Source: an optimization exercise on an open RTL-to-GDS flow (aim: a short achievable clock period and few clock cycles). Production flows keep margins and buffers that such runs may drop. No functional check of the RTL was part of any run shown here. Power and IR drop assume default switching activity.

==> design/flow/design.v <==
module ARM(
    input clk,
    input rst,
    output [31:0] imem_addr,
    input [31:0] imem_data,
    output [31:0] dmem_addr,
    output [31:0] dmem_wdata,
    output dmem_we,
    input [31:0] dmem_rdata
);
reg [31:0] pc;
reg        d_valid;
reg [31:0] d_ins;
reg [31:0] d_pc4;
reg [31:0] d_tgt;
reg        d_pred;
reg        e_valid;
reg [3:0]  e_cond;
reg        e_wb, e_setf, e_ld, e_st, e_b, e_pred;
reg [3:0]  e_op;         
reg        e_dp;         
reg [3:0]  e_rd;
reg [31:0] e_a, e_m;
reg        e_fa, e_fm;   
reg        e_useimm;
reg [31:0] e_imm;
reg        e_shen;
reg [1:0]  e_shtype;
reg [4:0]  e_shamt;
reg [31:0] e_alt;
reg        m_wb, m_ld, m_st;
reg [3:0]  m_rd;
reg [31:0] m_res, m_sdata;
reg [3:0]  flags;        
reg [31:0] regs [0:15];
wire [31:0] w_val = m_ld ? dmem_rdata : m_res;
assign dmem_addr  = m_res;
assign dmem_wdata = m_sdata;
assign dmem_we    = m_st;
wire c_n = flags[3], c_z = flags[2], c_c = flags[1], c_v = flags[0];
reg cond_pass;
always @(*) begin
    case (e_cond)
        4'h0: cond_pass = c_z;
        4'h1: cond_pass = !c_z;
        4'h2: cond_pass = c_c;
        4'h3: cond_pass = !c_c;
        4'h4: cond_pass = c_n;
        4'h5: cond_pass = !c_n;
        4'h6: cond_pass = c_v;
        4'h7: cond_pass = !c_v;
        4'h8: cond_pass = c_c && !c_z;
        4'h9: cond_pass = !c_c || c_z;
        4'hA: cond_pass = c_n == c_v;
        4'hB: cond_pass = c_n != c_v;
        4'hC: cond_pass = !c_z && (c_n == c_v);
        4'hD: cond_pass = c_z || (c_n != c_v);
        default: cond_pass = 1'b1;
    endcase
end
wire [31:0] op_a = (e_fa && m_wb) ? m_res : e_a;
wire [31:0] op_m = (e_fm && m_wb) ? m_res : e_m;
wire [63:0] rm_dbl = {op_m, op_m} >> e_shamt;
reg [31:0] sh;
always @(*) begin
    if (!e_shen) sh = op_m;
    else case (e_shtype)
        2'b00: sh = op_m << e_shamt;
        2'b11: sh = rm_dbl[31:0];
        default: sh = op_m >> e_shamt;
    endcase
end
wire [31:0] op_b = e_useimm ? e_imm : sh;
wire is_add = e_op == 4'b0100;
wire is_adc = e_op == 4'b0101;
wire is_sub = e_op == 4'b0010 || e_op == 4'b1010;
wire is_sbc = e_op == 4'b0110;
wire arith  = is_add || is_adc || is_sub || is_sbc;
wire inv_b  = is_sub || is_sbc;
wire cin    = is_sub ? 1'b1 : (is_adc ? c_c : 1'b0);
wire [31:0] b_in = inv_b ? ~op_b : op_b;
wire [32:0] sum = {1'b0, op_a} + {1'b0, b_in} + {32'b0, cin};
wire sum33 = op_a[31] ^ b_in[31] ^ sum[32];
reg [31:0] lres;
always @(*) begin
    case (e_op)
        4'b1101: lres = op_b;
        4'b1111: lres = ~op_b;
        4'b0000, 4'b1000: lres = op_a & op_b;
        4'b1100: lres = op_a | op_b;
        4'b0001: lres = op_a ^ op_b;
        default: lres = op_a;
    endcase
end
wire [31:0] res = arith ? sum[31:0] : lres;
wire f_n = res[31];
wire f_z = (res == 32'b0);
wire f_c = arith && sum33 && !sum[31];
wire f_v = ((is_add || is_adc) && op_a[31] == op_b[31] && op_a[31] != sum[31]) ||
           ((is_sub || is_sbc) && op_a[31] != op_b[31] && op_a[31] != sum[31]);
wire e_go   = e_valid && cond_pass;
wire e_take = e_go && e_b;
wire mispredict = e_valid && e_b && (e_take != e_pred);
wire [3:0] i_cond = d_ins[31:28];
wire [1:0] i_mode = d_ins[27:26];
wire       i_I    = d_ins[25];
wire [3:0] i_op   = d_ins[24:21];
wire       i_S    = d_ins[20];
wire [3:0] i_rn   = d_ins[19:16];
wire [3:0] i_rd   = d_ins[15:12];
wire       i_dp   = i_mode == 2'b00;
wire       i_mem  = i_mode == 2'b01 && i_op == 4'b0100;
wire       i_ld   = i_mem && i_S;
wire       i_st   = i_mem && !i_S;
wire       i_b    = i_mode == 2'b10 && !i_op[3];
wire       i_dpwb = i_op == 4'b1101 || i_op == 4'b1111 || i_op == 4'b0100 || i_op == 4'b0101 ||
                    i_op == 4'b0010 || i_op == 4'b0110 || i_op == 4'b0000 || i_op == 4'b1100 ||
                    i_op == 4'b0001;
wire       i_wb   = (i_dp && i_dpwb) || i_ld;
wire       i_setf = i_dp && i_S;
wire [3:0] i_rm   = i_st ? i_rd : d_ins[3:0];
wire       i_use_n = i_mem || (i_dp && i_op != 4'b1101 && i_op != 4'b1111);
wire       i_use_m = i_st || (i_dp && !i_I);
wire [31:0] imm8 = {24'b0, d_ins[7:0]};
wire [63:0] imm_dbl = {imm8, imm8} >> {d_ins[11:8], 1'b0};
wire [31:0] i_imm = i_mem ? {20'b0, d_ins[11:0]} : imm_dbl[31:0];
wire [31:0] rd_a = (m_wb && m_rd == i_rn) ? w_val : regs[i_rn];
wire [31:0] rd_m = (m_wb && m_rd == i_rm) ? w_val : regs[i_rm];
wire stall = d_valid && e_valid && e_ld &&
             ((i_use_n && e_rd == i_rn) || (i_use_m && e_rd == i_rm));
wire [31:0] pc4 = pc + 32'd4;
wire        f_b = imem_data[27:26] == 2'b10 && !imem_data[24];
wire [31:0] f_tgt = pc4 + {{6{imem_data[23]}}, imem_data[23:0], 2'b00};
wire        f_pred = f_b && (imem_data[31:29] == 3'b111 || imem_data[23]);
assign imem_addr = pc;
always @(posedge clk, posedge rst) begin
    if (rst) begin
        pc <= 32'b0;
    end else if (mispredict) begin
        pc <= e_alt;
    end else if (!stall) begin
        pc <= f_pred ? f_tgt : pc4;
    end
end
always @(posedge clk, posedge rst) begin
    if (rst) begin
        d_valid <= 1'b0;
        d_ins <= 32'b0;
        d_pc4 <= 32'b0;
        d_tgt <= 32'b0;
        d_pred <= 1'b0;
    end else if (mispredict) begin
        d_valid <= 1'b0;
    end else if (!stall) begin
        d_valid <= 1'b1;
        d_ins <= imem_data;
        d_pc4 <= pc4;
        d_tgt <= f_tgt;
        d_pred <= f_pred;
    end
end
always @(posedge clk, posedge rst) begin
    if (rst) begin
        e_valid <= 1'b0;
        e_cond <= 4'b0;
        e_wb <= 1'b0; e_setf <= 1'b0; e_ld <= 1'b0; e_st <= 1'b0; e_b <= 1'b0; e_pred <= 1'b0;
        e_op <= 4'b0; e_dp <= 1'b0; e_rd <= 4'b0;
        e_a <= 32'b0; e_m <= 32'b0; e_fa <= 1'b0; e_fm <= 1'b0;
        e_useimm <= 1'b0; e_imm <= 32'b0;
        e_shen <= 1'b0; e_shtype <= 2'b0; e_shamt <= 5'b0;
        e_alt <= 32'b0;
    end else begin
        e_valid <= d_valid && !stall && !mispredict;
        e_cond <= i_cond;
        e_wb <= i_wb; e_setf <= i_setf; e_ld <= i_ld; e_st <= i_st; e_b <= i_b; e_pred <= d_pred;
        e_op <= i_op; e_dp <= i_dp; e_rd <= i_rd;
        e_a <= rd_a; e_m <= rd_m;
        e_fa <= e_valid && e_wb && e_rd == i_rn;
        e_fm <= e_valid && e_wb && e_rd == i_rm;
        e_useimm <= i_mem || i_I;
        e_imm <= i_imm;
        e_shen <= !d_ins[4];
        e_shtype <= d_ins[6:5];
        e_shamt <= d_ins[11:7];
        e_alt <= d_pred ? d_pc4 : d_tgt;
    end
end
always @(posedge clk, posedge rst) begin
    if (rst) begin
        m_wb <= 1'b0; m_ld <= 1'b0; m_st <= 1'b0;
        m_rd <= 4'b0; m_res <= 32'b0; m_sdata <= 32'b0;
    end else begin
        m_wb <= e_go && e_wb;
        m_ld <= e_go && e_ld;
        m_st <= e_go && e_st;
        m_rd <= e_rd;
        m_res <= res;
        m_sdata <= op_m;
    end
end
always @(posedge clk, posedge rst) begin
    if (rst) begin
        flags <= 4'b0;
    end else if (e_go && e_setf) begin
        flags <= {f_n, f_z, f_c, f_v};
    end
end
integer i;
always @(posedge clk, posedge rst) begin
    if (rst) begin
        for (i = 0; i < 16; i = i + 1) regs[i] <= i;
    end else if (m_wb) begin
        regs[m_rd] <= w_val;
    end
end
endmodule
==> design/flow/run.sh <==
#!/bin/bash
# synth_recipe.tcl (not shown) runs the flow's synth.tcl, then flattens the netlist and writes it again
# the make line also repeats each setting of config.mk as NAME=value (left out here)
make -C /OpenROAD-flow-scripts/flow DESIGN_CONFIG=/design/flow/config.mk WORK_HOME=/design/flow/orfs CLKGATE_MAP_FILE= SYNTH_SCRIPT=/design/flow/synth_recipe.tcl finish
==> design/flow/config.mk <==
export PLATFORM = sky130hd
export DESIGN_NAME = ARM
export DESIGN_NICKNAME = ARM
export VERILOG_FILES = /design/flow/design.v
export SDC_FILE = /design/flow/constraint.sdc
export NUM_CORES = 4
export LEC_CHECK = 0
export CAP_MARGIN = 20
export CORE_MARGIN = 2
export CORE_UTILIZATION = 40
export SLEW_MARGIN = 20
==> design/flow/constraint.sdc <==
create_clock -name core_clock -period 11.0 [get_ports {clk}]
set_input_delay 2.2000 -clock core_clock [delete_from_list [all_inputs] [get_ports {clk}]]
set_output_delay 2.2000 -clock core_clock [all_outputs]
set_load 0.01 [all_outputs]
==> results.json, run 1 <==
{
  "clock_sinks": 873,
  "rsz0062_at_grt": "false",
  "largest_register_ffs": 512,
  "grt_max_degree": 183,
  "cp-end-kind": "flip-flop",
  "relSlewSlack": 0.231,
  "maxCapViolCount": 0,
  "post_cts_buffers": 0,
  "yosysMostFrequentCell": "dfrtp_1",
  "post_drt_via_cell_ratio": 6.54,
  "async_flop_share": 1.00,
  "synth-seq-area-share": 0.434,
  "fin_skew_ps": 51.2,
  "power_density_mw_per_mm2": 301,
  "cts.path.max_buffers": 3,
  "numCtsBuffers": 95,
  "cp-start-kind": "flip-flop",
  "dpl.hpwl_um": 138000,
  "setup_viol": 0,
  "design_area_mm2": 0.0575,
  "worstSkewPairLatency_ps": 740,
  "wl_per_cell_um": 30.7,
  "yosys_warnings": 2,
  "cts_tree": "done",
  "yosysTopAreaCellShare": 0.417,
  "synth.cell_area_mm2": 0.0504,
  "drt_first_iter_violations": 7124,
  "cts-resized-gates": 0,
  "avgSynthCellArea_um2": 9.25,
  "die_w_um": 359,
  "worst_slew_pin_slew_ps": 1150,
  "antenna_found_initial": 17,
  "critPathArrivalTime_ps": 9740,
  "dieArea_mm2": 0.129,
  "place.gp.congestion": 1.06,
  "ctsHoldBuffers": 0,
  "fin_crit_ps": 9070,
  "yosys_most_used_dff": "dfrtp_1",
  "status": "complete, no violations",
  "antenna_left": 0,
  "postPlaceCellArea_mm2": 0.0541,
  "hold_violations": 0,
  "mappedNetlistNets": 5651,
  "crit_fanout": 24,
  "grt_pass1_vias": 45921,
  "vdd_ir_drop_max_mv": 0.212,
  "slew_violations": 0,
  "yosys-top-cells-area": "dfrtp_1, a21oi_1, a22oi_1",
  "post_synth_num_cell_types": 93,
  "crit_type": "reg -> reg",
  "rows": 130,
  "htreeDepth": 3,
  "portBuffers": 162,
  "core-area_mm2": 0.125,
  "finalPower_w": 0.0173,
  "cp.required_ps": 11660,
  "fmax_ghz": 0.110,
  "vias": 46993,
  "netlist_instances": 5455,
  "yosys_register_bits": 873,
  "fin_nets": 5645,
  "drt_wl_total_um": 221000,
  "synthToLayoutAreaGrowth_pct": 14.0,
  "synth_commonest_cells": "dfrtp_1, nor2_1, a21oi_1",
  "cts_root_buffer": "clkbuf_16",
  "die_h_um": 359,
  "pin_count": 163,
  "fin_crit_sh": 0.825,
  "cts.reportedPaths.clkPinSlew_ps": 60,
  "synth_edf_count": 0,
  "overflow": 0,
  "firstDrtPassIters": 8,
  "grt_pass1_wl_um": 320000,
  "remaining_drc_errors": 0,
  "max_flop_register": "regs",
  "initial_core_util": 0.402,
  "track_usage": 0.335,
  "drive_gt1_frac": 0.113,
  "p_leak_nw": 22.8,
  "min_path_type": "reg -> reg",
  "yosysTopAreaCell": "dfrtp_1"
}
-- layout make-up --
class	instances	area (µm²)
Antenna cell	8	20.0
Fill cell	11963	67900
Clock inverter	45	756
Multi-Input combinational cell	4024	26700
Timing Repair Buffer	322	2870
Clock buffer	134	2680
Inverter	133	503
Sequential cell	873	21900
Tap cell	1650	2060
-- power by group --
part           leakage, nW  switching [W]  internal, W
clock network         1.66        0.00145      0.00209
logic                 12.0        0.00467      0.00313
registers             9.16        0.00147      0.00452
total                 22.8        0.00758      0.00974
-- through the flow --
step                setup WS, ps  setup TNS (ps)  hold WS [ps]  utilization  std cells
detailed placement          2320               0           368        0.431       7002
floorplan                  -3180        -2670760           352            -       5455
CTS                         2290               0           377        0.458       7181
global placement            2470               0           359        0.431       7001
global route                1550               0           388        0.458       7181
finish                      1930               0           378        0.459       7189
-- critical path: stages (launching register included) --
cell,delay (ps)
dfrtp_1,920
and2_1,480
buf_4,360
mux2i_1,420
inv_1,170
a222oi_1,690
a21oi_1,220
o31ai_1,760
a41oi_1,540
xnor2_1,380
ha_1,270
nor2b_1,140
o31ai_1,410
a21oi_1,180
a211o_1,370
o211ai_1,250
a31oi_1,130
or4_1,410
o211ai_1,100
a31oi_1,100
or4b_1,550
nor4_1,600
nand4b_1,170
nor4_1,260
a21o_1,110
-- worst paths after layout --
check,startpoint,end,slack [ps],cells past startpoint
worst max register to register,m_wb,flags[2],1930,24
worst min register to register,d_ins[30],e_cond[2],380,0
max in group asynchronous,rst,m_ld,6640,4
min in group asynchronous,rst,regs[8][13],1960,2
worst min-delay path,d_ins[30],e_cond[2],380,0
worst max-delay path,m_wb,flags[2],1930,24
-- kinds of logic after synthesis --
kind of cell	after synthesis	share of synthesized area
and+or+nand+nor	1626	0.139
muxes	376	0.103
adders and majority gates	130	0.0327
buffers and inverters	558	0.0436
DFF	873	0.434
AOI/OAI and AO/OA	1751	0.223
xor gates and xnor gates	141	0.0245
-- cells in the final DEF, fill, tap and decap left out, types with 52 or more instances in the layout --
cell type	count
a21oi_1	602
a221oi_1	86
a22o_1	55
a22oi_1	382
buf_4	156
clkbuf_16	96
clkdlybuf4s50_1	162
dfrtp_1	837
ha_1	127
inv_1	125
mux2_2	52
mux2i_1	208
mux4_2	110
nand2_1	554
nand3_1	130
nand4_1	93
nor2_1	598
o21ai_0	262
o22ai_1	94
xnor2_1	105
-- metal layers --
layer	GRT usage	vias up	wire (µm)
li1	-	19989	-
met1	0.449	23061	87700
met2	0.481	3151	92300
met3	0.110	772	27700
met4	0.172	20	13100
met5	0.00185	-	141
==> run 2, diff against run 1 <==
--- a/design/flow/config.mk
+++ b/design/flow/config.mk
@@ -7,2 +7,3 @@
 export LEC_CHECK = 0
+export ABC_CLOCK_PERIOD_IN_PS = 3000
 export CAP_MARGIN = 20
@@ -10,2 +11,4 @@
 export CORE_UTILIZATION = 40
+export SETUP_SLACK_MARGIN = 5
 export SLEW_MARGIN = 20
+export TNS_END_PERCENT = 100
==> run 2 against run 1 <==
Largest cell class unchanged. First-iteration DRC count fell by 0.31%. Sequential share of layout area is 0.77 points lower. Still clean. Largest power group unchanged. Utilization is 0.97 points higher. Die area is the same.
==> results.json, run 2 <==
{
  "status": "complete, no violations",
  "max_flop_register": "regs",
  "synth_commonest_cells": "dfrtp_1, nor2_1, a21oi_1",
  "grt_max_degree": 148,
  "yosys_register_bits": 873,
  "dieArea_mm2": 0.129,
  "core-area_mm2": 0.125,
  "remaining_drc_errors": 0,
  "clock_sinks": 873,
  "layoutNonFillerInstCount": 7242,
  "rsz0062_at_grt": "true",
  "yosysTopAreaCell": "dfrtp_1",
  "cts.reportedPaths.clkPinSlew_ps": 60,
  "fin_nets": 5703,
  "numCtsBuffers": 96,
  "place.gp.congestion": 1.01,
  "netlist_instances": 5455,
  "maxCapViolCount": 0,
  "fin_skew_ps": 55.8,
  "fin_crit_ps": 6660,
  "fin_crit_sh": 0.605,
  "drive_gt1_frac": 0.140,
  "slew_violations": 0,
  "hold_violations": 0,
  "track_usage": 0.346,
  "synth_edf_count": 0,
  "cp-end-kind": "flip-flop",
  "wl_per_cell_um": 31.5,
  "fmax_ghz": 0.150,
  "die_h_um": 359,
  "yosysMostFrequentCell": "dfrtp_1",
  "dp.cells": 7000,
  "rows": 130,
  "post_synth_num_cell_types": 93,
  "grt_pass1_wl_um": 329000,
  "cp-start-kind": "flip-flop",
  "power_density_mw_per_mm2": 302,
  "layout_commonest_cell": "dfrtp_1",
  "firstDrtPassIters": 8,
  "cts.path.max_buffers": 3,
  "globalRouteMet2Util": 0.497,
  "worstSkewPairLatency_ps": 740,
  "worst_slew_pin_slew_ps": 1110,
  "grt_pass1_vias": 45598,
  "htreeDepth": 3,
  "use_met1": 0.470,
  "drt_wl_total_um": 228000,
  "p_leak_nw": 23.3,
  "yosys-top-cells-area": "dfrtp_1, a21oi_1, a22oi_1",
  "largest_register_ffs": 512,
  "cts_tree": "done",
  "vdd_ir_drop_max_mv": 0.171,
  "dpl.hpwl_um": 142000,
  "synth-seq-area-share": 0.434,
  "final_cell_mix": "dfrtp_1, a21oi_1, nor2_1",
  "synthToLayoutAreaGrowth_pct": 16.5,
  "synth.cell_area_mm2": 0.0504,
  "pin_count": 163,
  "cts_root_buffer": "clkbuf_16",
  "fin_setup_tns_ps": 0,
  "yosysTopAreaCellShare": 0.417,
  "min_path_type": "reg -> reg",
  "drt_first_iter_violations": 7102,
  "mappedNetlistNets": 5651,
  "antenna_left": 0,
  "setup_viol": 0,
  "async_flop_share": 1.00,
  "use_met3": 0.116,
  "portBuffers": 162,
  "yosys_most_used_dff": "dfrtp_1",
  "vias": 47450,
  "overflow": 0,
  "design_area_mm2": 0.0587,
  "grt-busiest-layer": "met2",
  "yosys_warnings": 2,
  "cp.required_ps": 11680,
  "initial_core_util": 0.402,
  "antenna_found_initial": 7,
  "critPathArrivalTime_ps": 7330,
  "crit_fanout": 7,
  "die_w_um": 359,
  "post_drt_via_cell_ratio": 6.55,
  "avgSynthCellArea_um2": 9.25,
  "postPlaceCellArea_mm2": 0.0541,
  "relSlewSlack": 0.259,
  "crit_type": "reg -> reg",
  "finalPower_w": 0.0178
}
-- run 2: cell counts after synthesis --
No cell type changed its count.
-- run 2: layer usage --
layer / wire [µm] / vias to the layer above
met5: 65 / -
met4: 12300 / 10
met1: 91500 / 23460
li1: - / 20136
met2: 95600 / 3087
met3: 28800 / 757
-- run 2: layout make-up --
cell class / count / area, µm²
fill: 11865 / 66700
multi-input combinational: 4026 / 27400
sequential: 873 / 21900
timing repair buffer: 376 / 3460
clock buffer: 137 / 2790
tap: 1650 / 2060
clock inverter: 44 / 601
inverter: 133 / 528
timing repair inverter: 1 / 8.76
antenna: 2 / 5.00
-- run 2: path summary, 6_finish.rpt --
path	start	depth (start not counted)	end	slack [ps]
worst min-delay path	d_ins[28]	0	e_cond[0]	370
worst max-delay path	e_fm	25	flags[2]	4340
worst min register to register	d_ins[28]	0	e_cond[0]	370
max in group asynchronous	rst	4	regs[1][12]	7270
min in group asynchronous	rst	3	d_pc4[22]	2030
worst max register to register	e_fm	25	flags[2]	4340
-- run 2: worst max-delay path, cell delays in order, from the launching register on --
cell      delay, ps
dfrtp_4         560
nand2_8         160
buf_16          150
buf_4           140
mux4_2          540
o22ai_1         530
nor2_1          120
mux4_2          500
mux2i_2         460
a21o_1          190
and2_1          200
xnor2_1         100
ha_1            370
a21oi_1          80
nor2b_1         280
inv_1           140
a31oi_1         280
buf_4           160
o211ai_1         70
o211ai_1        110
a31oi_1         110
or4b_4          590
nor4_4          260
nand4b_1        180
nor4_1          200
a21o_1          110
-- run 2: repair_timing --
item                       in CTS  in global routing
hold buffers                    0                  0
gates cloned                    5                  0
pin swaps                      33                 17
setup endpoints to repair      32                 16
resized for setup             118                 44
setup buffers                  49                  5
-- run 2: metrics by stage --
step           setup slack [ps]  hold slack (ps)   util
2_1_floorplan             -3180              352      -
3_3_place_gp               2760              358  0.431
3_5_place_dp               2600              361  0.431
4_1_cts                    4450              374  0.466
5_1_grt                    4250              383  0.468
6_report                   4340              373  0.468
-- run 2: kinds of logic after synthesis --
| logic type | after synthesis | share of synthesized area |
|---|---|---|
| AOI/OAI and AO/OA | 1751 | 0.223 |
| and+or+nand+nor | 1626 | 0.139 |
| DFF | 873 | 0.434 |
| buffers and inverters | 558 | 0.0436 |
| muxes | 376 | 0.103 |
| xor gates and xnor gates | 141 | 0.0245 |
| adders and majority gates | 130 | 0.0327 |
-- run 2: power by group --
group,switching [W],internal (W),total (W)
combinational,0.00490,0.00337,0.00826
sequential,0.00150,0.00452,0.00602
clock,0.00146,0.00202,0.00347
==> run 3, diff against run 2 <==
--- a/design/flow/design.v
+++ b/design/flow/design.v
@@ -22,9 +22,4 @@
 reg [3:0]  e_rd;
-reg [31:0] e_a, e_m;
-reg        e_fa, e_fm;   
-reg        e_useimm;
-reg [31:0] e_imm;
-reg        e_shen;
-reg [1:0]  e_shtype;
-reg [4:0]  e_shamt;
+reg [31:0] e_a, e_op2, e_sd;    
+reg        e_fa, e_fb, e_fsd;  
 reg [31:0] e_alt;
@@ -60,15 +55,5 @@
 end
-wire [31:0] op_a = (e_fa && m_wb) ? m_res : e_a;
-wire [31:0] op_m = (e_fm && m_wb) ? m_res : e_m;
-wire [63:0] rm_dbl = {op_m, op_m} >> e_shamt;
-reg [31:0] sh;
-always @(*) begin
-    if (!e_shen) sh = op_m;
-    else case (e_shtype)
-        2'b00: sh = op_m << e_shamt;
-        2'b11: sh = rm_dbl[31:0];
-        default: sh = op_m >> e_shamt;
-    endcase
-end
-wire [31:0] op_b = e_useimm ? e_imm : sh;
+wire [31:0] op_a = e_fa ? m_res : e_a;
+wire [31:0] op_b = e_fb ? m_res : e_op2;
+wire [31:0] op_sd = e_fsd ? m_res : e_sd;
 wire is_add = e_op == 4'b0100;
@@ -96,3 +81,4 @@
 wire f_n = res[31];
-wire f_z = (res == 32'b0);
+wire [31:0] zx = (op_a ^ b_in) ^ {op_a[30:0] | b_in[30:0], cin};
+wire f_z = arith ? (zx == 32'b0) : (lres == 32'b0);
 wire f_c = arith && sum33 && !sum[31];
@@ -128,4 +114,19 @@
 wire [31:0] rd_m = (m_wb && m_rd == i_rm) ? w_val : regs[i_rm];
-wire stall = d_valid && e_valid && e_ld &&
-             ((i_use_n && e_rd == i_rn) || (i_use_m && e_rd == i_rm));
+wire       i_useimm = i_mem || i_I;
+wire [4:0] i_shamt  = d_ins[11:7];
+wire       i_shift  = !i_useimm && !d_ins[4] && i_shamt != 5'd0;
+wire [63:0] rm_dbl = {rd_m, rd_m} >> i_shamt;
+reg [31:0] sh;
+always @(*) begin
+    case (d_ins[6:5])
+        2'b00: sh = rd_m << i_shamt;
+        2'b11: sh = rm_dbl[31:0];
+        default: sh = rd_m >> i_shamt;
+    endcase
+end
+wire [31:0] i_op2 = i_useimm ? i_imm : (i_shift ? sh : rd_m);
+wire e_hit_n = e_valid && e_wb && e_rd == i_rn;
+wire e_hit_m = e_valid && e_wb && e_rd == i_rm;
+wire stall = d_valid && ((e_ld && ((i_use_n && e_hit_n) || (i_use_m && e_hit_m))) ||
+                         (i_shift && e_hit_m));
 wire [31:0] pc4 = pc + 32'd4;
@@ -167,5 +168,4 @@
         e_op <= 4'b0; e_dp <= 1'b0; e_rd <= 4'b0;
-        e_a <= 32'b0; e_m <= 32'b0; e_fa <= 1'b0; e_fm <= 1'b0;
-        e_useimm <= 1'b0; e_imm <= 32'b0;
-        e_shen <= 1'b0; e_shtype <= 2'b0; e_shamt <= 5'b0;
+        e_a <= 32'b0; e_op2 <= 32'b0; e_sd <= 32'b0;
+        e_fa <= 1'b0; e_fb <= 1'b0; e_fsd <= 1'b0;
         e_alt <= 32'b0;
@@ -176,10 +176,6 @@
         e_op <= i_op; e_dp <= i_dp; e_rd <= i_rd;
-        e_a <= rd_a; e_m <= rd_m;
-        e_fa <= e_valid && e_wb && e_rd == i_rn;
-        e_fm <= e_valid && e_wb && e_rd == i_rm;
-        e_useimm <= i_mem || i_I;
-        e_imm <= i_imm;
-        e_shen <= !d_ins[4];
-        e_shtype <= d_ins[6:5];
-        e_shamt <= d_ins[11:7];
+        e_a <= rd_a; e_op2 <= i_op2; e_sd <= rd_m;
+        e_fa <= e_hit_n && cond_pass;
+        e_fb <= e_hit_m && cond_pass && !i_useimm;
+        e_fsd <= e_hit_m && cond_pass;
         e_alt <= d_pred ? d_pc4 : d_tgt;
@@ -197,3 +193,3 @@
         m_res <= res;
-        m_sdata <= op_m;
+        m_sdata <= op_sd;
     end
==> design/flow/flow/run.sh (new file) <==
#!/bin/bash
# The standard layout (the standard.sh), with timing repair aiming for
# setup slack well beyond the 11 ns clock so that the achieved period shrinks.
set -uo pipefail
bash standard.sh SETUP_SLACK_MARGIN=7.5 finish > standard_flow.log 2>&1
==> design/flow/standard.sh (new file) <==
#!/bin/bash
# synth_recipe.tcl (not shown) runs the flow's synth.tcl, then flattens the netlist and writes it again
# the make line also repeats each setting of config.mk as NAME=value (left out here)
make -C /OpenROAD-flow-scripts/flow DESIGN_CONFIG=/design/flow/config.mk WORK_HOME=/design/flow/orfs CLKGATE_MAP_FILE= SYNTH_SCRIPT=/design/flow/synth_recipe.tcl "${@:-finish}"
--- a/design/flow/config.mk
+++ b/design/flow/config.mk
@@ -11,3 +11,2 @@
 export CORE_UTILIZATION = 40
-export SETUP_SLACK_MARGIN = 5
 export SLEW_MARGIN = 20
removed: design/flow/run.sh
==> run 3 against run 2 <==
Still clean on timing, DRC and antenna. Global-route usage increased by 13 points. Cell area is 32% higher. First-iteration DRC count increased by 94%. Register-to-register slack gained 2100 ps. Sequential power increased by 3.7%. Clock power increased by 5%. Critical path depth decreased by 9. Critical path type unchanged.
==> results.json, run 3 <==
{
  "status": "complete, no violations",
  "drt_wl_total_um": 363000,
  "relSlewSlack": 0.133,
  "portBuffers": 162,
  "grt_pass1_wl_um": 490000,
  "cts.path.max_buffers": 3,
  "synthAdderAreaFrac": 0.0353,
  "power_density_mw_per_mm2": 308,
  "max_flop_register": "regs",
  "rsz0062_at_grt": "true",
  "crit_type": "reg -> reg",
  "crit_buf_inv": 5,
  "cts_tree": "done",
  "ctsHoldBuffers": 0,
  "drt_first_iter_violations": 13774,
  "track_usage": 0.476,
  "worstSetupEndpoint": "e_op2[4]",
  "max_stage_delay_ps": 690,
  "synth.cell_area_mm2": 0.0571,
  "cp.required_ps": 11660,
  "yosysMostFrequentCell": "dfrtp_1",
  "mappedNetlistNets": 6823,
  "rr_startpoint": "d_ins[27]",
  "fillers": 12395,
  "worstSkewPairLatency_ps": 830,
  "rows": 138,
  "regArea_mm2": 0.0218,
  "fmax_ghz": 0.218,
  "synth_commonest_cells": "dfrtp_1, nand2_1, a21oi_1",
  "worstPathCellList": "nor4b_4 > buf_12 > nand2_8 > buf_16 > buf_12 > buf_16 > a21o_4 > a222oi_1 > a41o_1 > mux2i_1 > buf_4 > mux2i_4 > mux2i_2 > mux2_4 > a221o_1 > a221o_1",
  "fin_util": 0.547,
  "vdd_ir_drop_max_mv": 0.208,
  "htreeDepth": 3,
  "cts_root_buffer": "clkbuf_16",
  "critPathArrivalTime_ps": 5250,
  "firstDrtPassIters": 14,
  "die_h_um": 382,
  "numCtsBuffers": 102,
  "muxShareOfSynthArea": 0.0886,
  "synth-compound-area-share": 0.255,
  "initial_core_util": 0.403,
  "post_drt_via_cell_ratio": 7.28,
  "grt_max_degree": 163,
  "timing.rr.end": "e_op2[4]",
  "grt_pass1_vias": 60790,
  "cp-startpoint": "d_ins[27]",
  "crit_fanout": 7,
  "layout_commonest_cell": "dfrtp_1",
  "worst_slew_pin_slew_ps": 1300,
  "slowest_stage": "a222oi_1",
  "setup_viol": 0,
  "clock_sinks": 865,
  "fin_setup_tns_ps": 0,
  "drive_gt1_frac": 0.305,
  "yosys_warnings": 2,
  "fin_skew_ps": 86.8,
  "netlist_instances": 6598,
  "cts.reportedPaths.clkPinSlew_ps": 70,
  "hp-start": "d_ins[30]",
  "remaining_drc_errors": 0,
  "cp.depth": 16,
  "post_synth_num_cell_types": 115,
  "maxCapViolCount": 0,
  "yosys.area_share.simple": 0.157,
  "core-area_mm2": 0.142,
  "yosys-top-cells-area": "dfrtp_1, a21oi_1, mux2i_1",
  "p_leak_nw": 31.6,
  "yosysTopAreaCell": "dfrtp_1",
  "min_path_type": "reg -> reg",
  "yosys_most_used_dff": "dfrtp_1",
  "slew_violations": 0,
  "path_delay_family": "compound AO/OA/AOI/OAI gates",
  "cp-start-kind": "flip-flop",
  "synthToLayoutAreaGrowth_pct": 35.8,
  "synth_xor_area_frac": 0.0308,
  "fin_crit_ps": 4590,
  "fin_crit_sh": 0.417,
  "synth_top_family_by_area": "compound AO/OA/AOI/OAI gates",
  "multiInputGateArea_mm2": 0.0373,
  "place.gp.congestion": 1.12,
  "final_cell_mix": "dfrtp_1, nand2_1, buf_4",
  "synth-seq-area-share": 0.380,
  "avgSynthCellArea_um2": 8.65,
  "synth_edf_count": 0,
  "rr_worst_depth": 16,
  "overflow": 0,
  "cp-end-kind": "flip-flop",
  "die_w_um": 382,
  "fin_nets": 7404,
  "pin_count": 163,
  "yosys_register_bits": 865,
  "dpl.hpwl_um": 212000,
  "antenna_found_initial": 29,
  "largest_register_ffs": 512,
  "async_flop_share": 1.00,
  "rrSetupSlack_ps": 6410,
  "hold_violations": 0,
  "antenna_left": 0,
  "vias": 66946,
  "wl_per_cell_um": 39.4,
  "dieArea_mm2": 0.146,
  "yosysTopAreaCellShare": 0.365
}
==> run 3: through the flow <==
| stage | std cells | hold slack [ps] | area (µm²) | worst slack, ps | power [W] |
|---|---|---|---|---|---|
| floorplan | 6598 | 349 | 57700 | -3060 | 0.0116 |
| global placement | 8287 | 357 | 61300 | 4880 | 0.0158 |
| detailed placement | 8287 | 362 | 61300 | 4910 | 0.0159 |
| CTS | 9016 | 375 | 74600 | 6490 | 0.0220 |
| global route | 9162 | 392 | 77400 | 6340 | 0.0243 |
| finish | 9202 | 374 | 77500 | 6410 | 0.0238 |
==> run 3: kinds of logic (layout without fill, tap and decap cells) <==
logic type | Yosys count | in the layout
XOR/XNOR | 201 | 201
buffers and inverters | 746 | 1403
flip-flops | 865 | 865
adder cells (fa/ha/maj) | 159 | 159
multiplexers | 451 | 451
AND/OR/NAND/NOR | 1951 | 1958
other | 0 | 50
AO/OA/AOI/OAI | 2225 | 2225
==> run 3: what timing repair did <==
action,in CTS,in global routing
cloned,62,11
endpoints found under the setup margin,731,502
pin swaps,248,189
resized for setup,1460,368
buffers inserted,480,123
==> run 3: how the worst min path moves through the flow <==
stage / to / slack, ps / cells after the start
detailed placement: e_cond[2] / 360 / 0
finish: e_cond[2] / 370 / 0
CTS: e_cond[2] / 370 / 0
global placement: e_alt[1] / 360 / 0
floorplan: e_op[3] / 350 / 0
global route: e_cond[1] / 390 / 0
==> run 3: where the power goes <==
| group | internal [W] | total [W] | switching (W) |
|---|---|---|---|
| clock | 0.00204 | 0.00363 | 0.00158 |
| combinational | 0.00572 | 0.0140 | 0.00824 |
| sequential | 0.00452 | 0.00624 | 0.00172 |
==> run 3: layout make-up <==
| class | instances | share of cell area |
|---|---|---|
| tap | 1890 | 0.0305 |
| timing repair buffer | 1049 | 0.152 |
| multi-input combinational | 4994 | 0.481 |
| timing repair inverter | 1 | 0.000210 |
| sequential | 865 | 0.282 |
| clock inverter | 51 | 0.00827 |
| inverter | 166 | 0.00896 |
| clock buffer | 136 | 0.0363 |
| antenna | 50 | 0.00161 |
==> run 3: per-layer routing <==
layer | GRT usage | vias to the layer above | routed length [µm]
li1 | - | 25513 | -
met1 | 0.576 | 32451 | 129000
met3 | 0.263 | 2297 | 59200
met4 | 0.342 | 35 | 37800
met5 | 0.0612 | - | 1090
met2 | 0.623 | 6650 | 136000

==> what the ideal ports hide <==
The results above use ideal ports. As a check the final layouts listed here were re-extracted and re-timed, cells and wires unchanged. Step 1, drivers: a clkbuf_16 drives clk and a buf_2 each remaining input, both assumed. Step 2 also shifts input and output timing later by t, the mid clock arrival at the registers, as if the neighbouring blocks saw the same clock. a / b / c = no drivers / after step 1 / after step 2; a / b = the first two.
run	t, ns	setup slack, ns	hold WS [ns]	worst register clock-pin slew, ns
run 1	0.788	1.926 / 1.926 / 1.926	0.378 / 0.378 / 0.378	0.07 / 0.07
run 2	0.791	4.344 / 4.344 / 4.344	0.373 / 0.373 / 0.373	0.07 / 0.07
run 3	0.869	6.410 / 6.410 / 5.624	0.374 / 0.374 / 0.374	0.08 / 0.08
After both steps setup and hold are still met in every run listed. For run 3, which loses most, drivers alone change the setup slack by 0.000 ns; drivers and shift together by -0.786 ns.
